Background: an optimization exercise with open tools, aiming at small area. Do not read the settings as production practice.
Function was checked by simulation only, so behaviour that the tests miss may differ from the original.
No driver is modelled on the clock port, so clocking that relies on it looks cheaper here than on a real chip.
No activity file was given, so power comes from the tool's default toggle rates.

// top
module top(
    input  logic        clk,
    input  logic        SW,          
    input  logic [63:0] pattern,     
    output logic        _48b         
);
For scale: about 390 cells after synthesis, roughly 170 flip-flops, about 67 I/O pins, roughly 4900 um^2 of cells after synthesis.
clock: 10.0 ns
lec_check: 0
cap_margin: 20
core_margin: 2
core_utilization: 40
slew_margin: 20
standard.sh (not shown) runs the stock make flow with config.mk's settings and CLKGATE_MAP_FILE= SYNTH_SCRIPT=/design/flow/synth_recipe.tcl, a recipe that flattens the netlist after the stock synthesis.
==> flow/flow/run.sh <==
#!/bin/bash
# Standard layout, with the port buffers made of the smallest buffer cell,
# a clock tree of small buffers without dummy loads, and the clock buffers
# that drive slow edges upsized after clock tree synthesis.
set -euo pipefail
here=$(pwd)
export BUFFER_PORTS_ARGS="-buffer_cell sky130_fd_sc_hd__buf_1"
export CTS_ARGS="-sink_clustering_enable -repair_clock_nets -dont_use_dummy_load -buf_list sky130_fd_sc_hd__clkbuf_4"
export POST_CTS_TCL="$here/flow/post_cts.tcl"
bash standard.sh > standard.log 2>&1
==> flow/flow/post_cts.tcl <==
# After clock tree synthesis: trade the ample setup slack for smaller cells,
# then upsize the clock buffers whose flip-flop loads would see a slow edge.
estimate_parasitics -placement
repair_design -buffer_gain 4.0
repair_timing -recover_power 100 -setup_margin 1.0
set upsized 0
foreach inst [get_cells clkbuf*] {
  if { [get_property $inst ref_name] != "sky130_fd_sc_hd__clkbuf_4" } { continue }
  set net [get_nets -of_objects [get_pins [get_full_name $inst]/X]]
  set worst 0
  foreach p [get_pins -of_objects $net -filter "direction == input"] {
    foreach prop {slew_max_rise slew_max_fall} {
      set s [get_property $p $prop]
      if { $s > $worst } { set worst $s }
    }
  }
  if { $worst > 0.122 } {
    puts "post_cts: upsizing [get_full_name $inst] (worst load slew $worst ns)"
    replace_cell $inst sky130_fd_sc_hd__clkbuf_8
    incr upsized
  }
}
detailed_placement
check_placement -verbose
estimate_parasitics -placement
The starting point did not get past 4_1_cts on EST-0104.
Next try:
==> flow/flow/run.sh (replaced) <==
#!/bin/bash
# Standard synthesis, then the standard layout with: port buffers made of the
# smallest buffer cell, no very large buffers for repairs, a clock tree of
# small buffers without dummy loads, and, after clock tree synthesis, spare
# setup slack traded for smaller cells and the clock buffers that drive slow
# edges upsized (flow/post_cts.tcl).
set -euo pipefail
here=$(pwd)
bash standard.sh synth > synth.log 2>&1
export DONT_USE_CELLS="sky130_fd_sc_hd__buf_8 sky130_fd_sc_hd__buf_12 sky130_fd_sc_hd__buf_16 sky130_fd_sc_hd__bufinv_8 sky130_fd_sc_hd__bufinv_16"
export BUFFER_PORTS_ARGS="-buffer_cell sky130_fd_sc_hd__buf_1"
export CTS_ARGS="-sink_clustering_enable -repair_clock_nets -dont_use_dummy_load -buf_list sky130_fd_sc_hd__clkbuf_4"
export POST_CTS_TCL="$here/flow/post_cts.tcl"
bash standard.sh > standard.log 2>&1
--- a/flow/flow/post_cts.tcl
+++ b/flow/flow/post_cts.tcl
@@ -2,5 +2,4 @@
 # then upsize the clock buffers whose flip-flop loads would see a slow edge.
 estimate_parasitics -placement
-repair_design -buffer_gain 4.0
 repair_timing -recover_power 100 -setup_margin 1.0
 set upsized 0
What happened:
- This time the run produced a clean layout
- synthesized cell count is unchanged
- area after synthesis stays the same
Next try:
==> flow/flow/run.sh (replaced) <==
#!/bin/bash
# Standard layout, with the port buffers made of the smallest buffer cell,
# a clock tree of small buffers without dummy loads, and the clock buffers
# that drive slow edges upsized after clock tree synthesis.
set -euo pipefail
here=$(pwd)
export BUFFER_PORTS_ARGS="-buffer_cell sky130_fd_sc_hd__buf_1"
export CTS_ARGS="-sink_clustering_enable -repair_clock_nets -dont_use_dummy_load -buf_list sky130_fd_sc_hd__clkbuf_4"
export POST_CTS_TCL="$here/flow/post_cts.tcl"
bash standard.sh > standard.log 2>&1
What happened: The changed run produced a clean layout. Wire length is unchanged. Combinational power barely changes. Final area does not change. Utilization does not change. Power is unchanged. Final cell count stays the same. Synthesized area is unchanged.
Next try:
==> flow/flow/run.sh (replaced) <==
#!/bin/bash
# Standard synthesis, then the standard layout with: port buffers made of the
# smallest buffer cell, no very large buffers for repairs, a clock tree of
# small buffers without dummy loads, and, after clock tree synthesis, spare
# setup slack traded for smaller cells and the clock buffers that drive slow
# edges upsized (flow/post_cts.tcl).
set -euo pipefail
here=$(pwd)
bash standard.sh synth > synth.log 2>&1
export DONT_USE_CELLS="sky130_fd_sc_hd__buf_8 sky130_fd_sc_hd__buf_12 sky130_fd_sc_hd__buf_16 sky130_fd_sc_hd__bufinv_8 sky130_fd_sc_hd__bufinv_16"
export BUFFER_PORTS_ARGS="-buffer_cell sky130_fd_sc_hd__buf_1"
export CTS_ARGS="-sink_clustering_enable -repair_clock_nets -dont_use_dummy_load -buf_list sky130_fd_sc_hd__clkbuf_4"
export POST_CTS_TCL="$here/flow/post_cts.tcl"
export PRE_GLOBAL_ROUTE_TCL="$here/flow/pre_grt.tcl"
bash standard.sh > standard.log 2>&1
==> flow/flow/pre_grt.tcl (new file) <==
# Keep the repairs after global routing from using the largest buffers.
set_dont_use {sky130_fd_sc_hd__buf_8 sky130_fd_sc_hd__buf_12 sky130_fd_sc_hd__buf_16 sky130_fd_sc_hd__bufinv_8 sky130_fd_sc_hd__bufinv_16}
=>
- synthesized cell count does not change
- hold slack is about the same
- final area is about the same
- non-clock buffer count stays the same

========
Another version of the RTL of top (not shown whole).
For scale: ~390 cells after synthesis, about 170 flip-flops, about 67 I/O pins, about 4900 µm² of cells after synthesis.
export LEC_CHECK = 0
export CAP_MARGIN = 20
export CORE_MARGIN = 2
export CORE_UTILIZATION = 40
export SLEW_MARGIN = 20
create_clock -name core_clock -period 10.0 [get_ports {clk}]
==> flow/flow/run.sh <==
#!/bin/bash
# Standard layout, with the port buffers made of the smallest buffer cell,
# a clock tree of small buffers without dummy loads, and the clock buffers
# that drive slow edges upsized after clock tree synthesis.
set -euo pipefail
here=$(pwd)
export BUFFER_PORTS_ARGS="-buffer_cell sky130_fd_sc_hd__buf_1"
export CTS_ARGS="-sink_clustering_enable -repair_clock_nets -dont_use_dummy_load -buf_list sky130_fd_sc_hd__clkbuf_2"
export POST_CTS_TCL="$here/flow/post_cts.tcl"
export POST_GLOBAL_ROUTE_TCL="$here/flow/post_grt.tcl"
bash standard.sh > standard.log 2>&1
==> flow/flow/post_cts.tcl <==
# After clock tree synthesis: trade the ample setup slack for smaller cells,
# then upsize, one size at a time, the clock buffers whose flip-flop loads
# would see a slow clock edge.
estimate_parasitics -placement
repair_timing -recover_power 100 -setup_margin 1.0
proc my_worst_load_slew { inst } {
  set net [get_nets -of_objects [get_pins [get_full_name $inst]/X]]
  set worst 0
  foreach p [get_pins -of_objects $net -filter "direction == input"] {
    foreach prop {slew_max_rise slew_max_fall} {
      set s [get_property $p $prop]
      if { $s > $worst } { set worst $s }
    }
  }
  return $worst
}
set sizes {sky130_fd_sc_hd__clkbuf_1 sky130_fd_sc_hd__clkbuf_2 sky130_fd_sc_hd__clkbuf_4 sky130_fd_sc_hd__clkbuf_8 sky130_fd_sc_hd__clkbuf_16}
for {set pass 0} {$pass < 4} {incr pass} {
  set changed 0
  foreach inst [get_cells clkbuf*] {
    set ref [get_property $inst ref_name]
    set i [lsearch $sizes $ref]
    if { $i < 0 || $i >= [llength $sizes] - 1 } { continue }
    if { [my_worst_load_slew $inst] > 0.122 } {
      set to [lindex $sizes [expr {$i + 1}]]
      puts "post_cts: [get_full_name $inst] $ref -> $to"
      replace_cell $inst $to
      incr changed
    }
  }
  if { $changed == 0 } { break }
  estimate_parasitics -placement
}
detailed_placement
check_placement -verbose
estimate_parasitics -placement
==> flow/flow/post_grt.tcl <==
# After global routing and its repairs: try smaller sizes for the large
# signal buffers the repairs inserted, keeping a size only if no slew or
# capacitance limit is then violated.
proc my_violations {} {
  return [expr {[sta::max_slew_violation_count] + [sta::max_capacitance_violation_count]}]
}
estimate_parasitics -global_routing
set base [my_violations]
foreach inst [get_cells *] {
  set ref [get_property $inst ref_name]
  if { ![regexp {^sky130_fd_sc_hd__(buf|bufbuf)_(6|8|12|16)$} $ref] } { continue }
  set name [get_full_name $inst]
  if { [string match clk* $name] } { continue }
  foreach smaller {sky130_fd_sc_hd__buf_2 sky130_fd_sc_hd__buf_4} {
    replace_cell $inst $smaller
    estimate_parasitics -global_routing
    if { [my_violations] <= $base } {
      puts "post_grt: $name $ref -> $smaller"
      break
    }
    replace_cell $inst $ref
    estimate_parasitics -global_routing
  }
}
The first run went through all stages and came out clean.
Rerun with:
--- a/flow/flow/run.sh
+++ b/flow/flow/run.sh
@@ -6,5 +6,5 @@
 here=$(pwd)
 export BUFFER_PORTS_ARGS="-buffer_cell sky130_fd_sc_hd__buf_1"
-export CTS_ARGS="-sink_clustering_enable -repair_clock_nets -dont_use_dummy_load -buf_list sky130_fd_sc_hd__clkbuf_2"
+export CTS_ARGS="-sink_clustering_enable -repair_clock_nets -dont_use_dummy_load -buf_list sky130_fd_sc_hd__clkbuf_4"
 export POST_CTS_TCL="$here/flow/post_cts.tcl"
 export POST_GLOBAL_ROUTE_TCL="$here/flow/post_grt.tcl"
==> flow/flow/post_cts.tcl (replaced) <==
# After clock tree synthesis: trade the ample setup slack for smaller cells,
# then upsize the clock buffers whose flip-flop loads would see a slow edge.
estimate_parasitics -placement
repair_timing -recover_power 100 -setup_margin 1.0
set upsized 0
foreach inst [get_cells clkbuf*] {
  if { [get_property $inst ref_name] != "sky130_fd_sc_hd__clkbuf_4" } { continue }
  set net [get_nets -of_objects [get_pins [get_full_name $inst]/X]]
  set worst 0
  foreach p [get_pins -of_objects $net -filter "direction == input"] {
    foreach prop {slew_max_rise slew_max_fall} {
      set s [get_property $p $prop]
      if { $s > $worst } { set worst $s }
    }
  }
  if { $worst > 0.122 } {
    puts "post_cts: upsizing [get_full_name $inst] (worst load slew $worst ns)"
    replace_cell $inst sky130_fd_sc_hd__clkbuf_8
    incr upsized
  }
}
detailed_placement
check_placement -verbose
estimate_parasitics -placement
The new run finished clean.
Design area hardly moves.
Non-clock buffer count does not change.
Sequential share of layout area grows by 0.13 points.
Total power shrinks by 0.68%.
Rerun with:
==> flow/flow/run.sh (replaced) <==
#!/bin/bash
# The standard layout (standard.sh) with these changes:
# - synthesis maps the logic with an area-oriented ABC script
#   (flow/abc_area.script in place of ORFS's abc_speed.script);
# - port buffers are the smallest buffer cell;
# - the clock tree uses small buffers and no dummy loads;
# - after clock tree synthesis, spare setup slack is traded for smaller
#   cells and clock buffers that drive slow edges are upsized
#   (flow/post_cts.tcl);
# - after global routing, large repair buffers are downsized where no slew
#   or capacitance limit is then violated (flow/post_grt.tcl).
set -euo pipefail
here=$(pwd)
rm -rf "$here/scripts_area"
cp -r "$FLOW_HOME/scripts" "$here/scripts_area"
cp "$here/flow/abc_area.script" "$here/scripts_area/abc_speed.script"
SCRIPTS_DIR="$here/scripts_area" bash standard.sh synth > synth.log 2>&1
export BUFFER_PORTS_ARGS="-buffer_cell sky130_fd_sc_hd__buf_1"
export CTS_ARGS="-sink_clustering_enable -repair_clock_nets -dont_use_dummy_load -buf_list sky130_fd_sc_hd__clkbuf_4"
export POST_CTS_TCL="$here/flow/post_cts.tcl"
export POST_GLOBAL_ROUTE_TCL="$here/flow/post_grt.tcl"
bash standard.sh > standard.log 2>&1
==> flow/flow/abc_area.script (new file) <==
&get -n
&st
&dch
&nf -R 1000
&put
--- a/flow/flow/post_cts.tcl
+++ b/flow/flow/post_cts.tcl
@@ -14,5 +14,5 @@
     }
   }
-  if { $worst > 0.122 } {
+  if { $worst > 0.127 } {
     puts "post_cts: upsizing [get_full_name $inst] (worst load slew $worst ns)"
     replace_cell $inst sky130_fd_sc_hd__clkbuf_8
Result: The changed run ran to the end with no violations; synthesized cell count came out lower by 7.5%; worst hold slack got worse by 0.0061 ns; final cell count came out lower by 2.5%; count of clock-buffer cells in the layout is unchanged; worst setup slack improved by 0.013 ns.
Rerun with:
==> flow/flow/run.sh (replaced) <==
#!/bin/bash
# Standard layout, with the port buffers made of the smallest buffer cell,
# a clock tree of small buffers without dummy loads, and the clock buffers
# that drive slow edges upsized after clock tree synthesis.
set -euo pipefail
here=$(pwd)
export BUFFER_PORTS_ARGS="-buffer_cell sky130_fd_sc_hd__buf_1"
export CTS_ARGS="-repair_clock_nets -dont_use_dummy_load -buf_list sky130_fd_sc_hd__clkbuf_4 -sink_clustering_size 30"
export POST_CTS_TCL="$here/flow/post_cts.tcl"
bash standard.sh > standard.log 2>&1
--- a/flow/flow/post_cts.tcl
+++ b/flow/flow/post_cts.tcl
@@ -14,5 +14,5 @@
     }
   }
-  if { $worst > 0.127 } {
+  if { $worst > 0.122 } {
     puts "post_cts: upsizing [get_full_name $inst] (worst load slew $worst ns)"
     replace_cell $inst sky130_fd_sc_hd__clkbuf_8
removed: flow/flow/abc_area.script
removed: flow/flow/post_grt.tcl
Outcome: The new run passed the timing, design-rule and antenna checks; area after synthesis went up by 4.8%; wire length went up by 11%; total power went down by 5.1%; worst hold slack is better by 0.0064 ns; design area went up by 2.3%; core utilization went down by 1.3 points; global-route usage went up by 1.3 points; worst setup slack is better by 0.36 ns; via count went up by 5.4%; register-to-register slack is better by 0.13 ns.
Rerun with:
--- a/flow/flow/run.sh
+++ b/flow/flow/run.sh
@@ -6,5 +6,6 @@
 here=$(pwd)
 export BUFFER_PORTS_ARGS="-buffer_cell sky130_fd_sc_hd__buf_1"
-export CTS_ARGS="-repair_clock_nets -dont_use_dummy_load -buf_list sky130_fd_sc_hd__clkbuf_4 -sink_clustering_size 30"
+export CTS_ARGS="-sink_clustering_enable -repair_clock_nets -dont_use_dummy_load -buf_list sky130_fd_sc_hd__clkbuf_4"
 export POST_CTS_TCL="$here/flow/post_cts.tcl"
+export POST_GLOBAL_ROUTE_TCL="$here/flow/post_grt.tcl"
 bash standard.sh > standard.log 2>&1
==> flow/flow/post_grt.tcl (new file) <==
# After global routing and its repairs: try smaller sizes for the large
# signal buffers the repairs inserted, keeping a size only if no slew or
# capacitance limit is then violated.
proc my_violations {} {
  return [expr {[sta::max_slew_violation_count] + [sta::max_capacitance_violation_count]}]
}
estimate_parasitics -global_routing
set base [my_violations]
foreach inst [get_cells *] {
  set ref [get_property $inst ref_name]
  if { ![regexp {^sky130_fd_sc_hd__(buf|bufbuf)_(6|8|12|16)$} $ref] } { continue }
  set name [get_full_name $inst]
  if { [string match clk* $name] } { continue }
  foreach smaller {sky130_fd_sc_hd__buf_2 sky130_fd_sc_hd__buf_4} {
    replace_cell $inst $smaller
    estimate_parasitics -global_routing
    if { [my_violations] <= $base } {
      puts "post_grt: $name $ref -> $smaller"
      break
    }
    replace_cell $inst $ref
    estimate_parasitics -global_routing
  }
}
- CORE_UTILIZATION: 40 -> 60
Result: Flip-flop and latch count does not change; sequential share of layout area is higher by 0.85 points; worst setup slack degrades by 0.50 ns; via count drops by about 0.4%; non-clock buffer count goes down by 1; wire length is lower by 5.5%; hold slack got worse by 0.0051 ns; combinational power falls by about 4%; count of clock-buffer cells in the layout stays the same.

==> static timing again, ports no longer ideal <==
In the flow no input, the clock included, has a driving cell. The finished layouts below were timed again as built, in two steps. Step 1 sets driving cells, clkbuf_16 on the clock port and buf_2 on the other inputs (assumed; they add their load-dependent delay and slew). Step 2 moves the port delays by t, midway between the first and last clock arrival at a register: inputs arrive t later, outputs are due t later. That takes back most of the time a late clock gives input paths. Three values: no drivers, after step 1, after step 2; two values: the first two.
| run | t (ns) | setup WS [ns] | hold slack, ns | worst register clock-pin slew, ns |
|---|---|---|---|---|
| the second run of note 1 | 0.431 | 6.267 / 6.267 / 5.991 | 0.315 / 0.315 / 0.315 | 0.11 / 0.11 |
| the third run of note 1 | 0.431 | 6.267 / 6.267 / 5.991 | 0.315 / 0.315 / 0.315 | 0.11 / 0.11 |
| the fourth run of note 1 | 0.431 | 6.263 / 6.263 / 5.934 | 0.316 / 0.316 / 0.316 | 0.11 / 0.11 |
| the first run of note 2 | 0.387 | 5.860 / 5.877 / 5.490 | 0.314 / 0.314 / 0.314 | 0.11 / 0.11 |
| the second run of note 2 | 0.439 | 5.919 / 5.933 / 5.494 | 0.313 / 0.313 / 0.313 | 0.11 / 0.11 |
| the third run of note 2 | 0.430 | 5.932 / 5.942 / 5.511 | 0.307 / 0.307 / 0.307 | 0.12 / 0.12 |
| the fourth run of note 2 | 0.439 | 6.295 / 6.309 / 5.870 | 0.314 / 0.314 / 0.314 | 0.11 / 0.11 |
| the fifth run of note 2 | 0.430 | 5.798 / 5.808 / 5.378 | 0.309 / 0.309 / 0.309 | 0.11 / 0.11 |
After both steps every run listed still meets setup and hold.
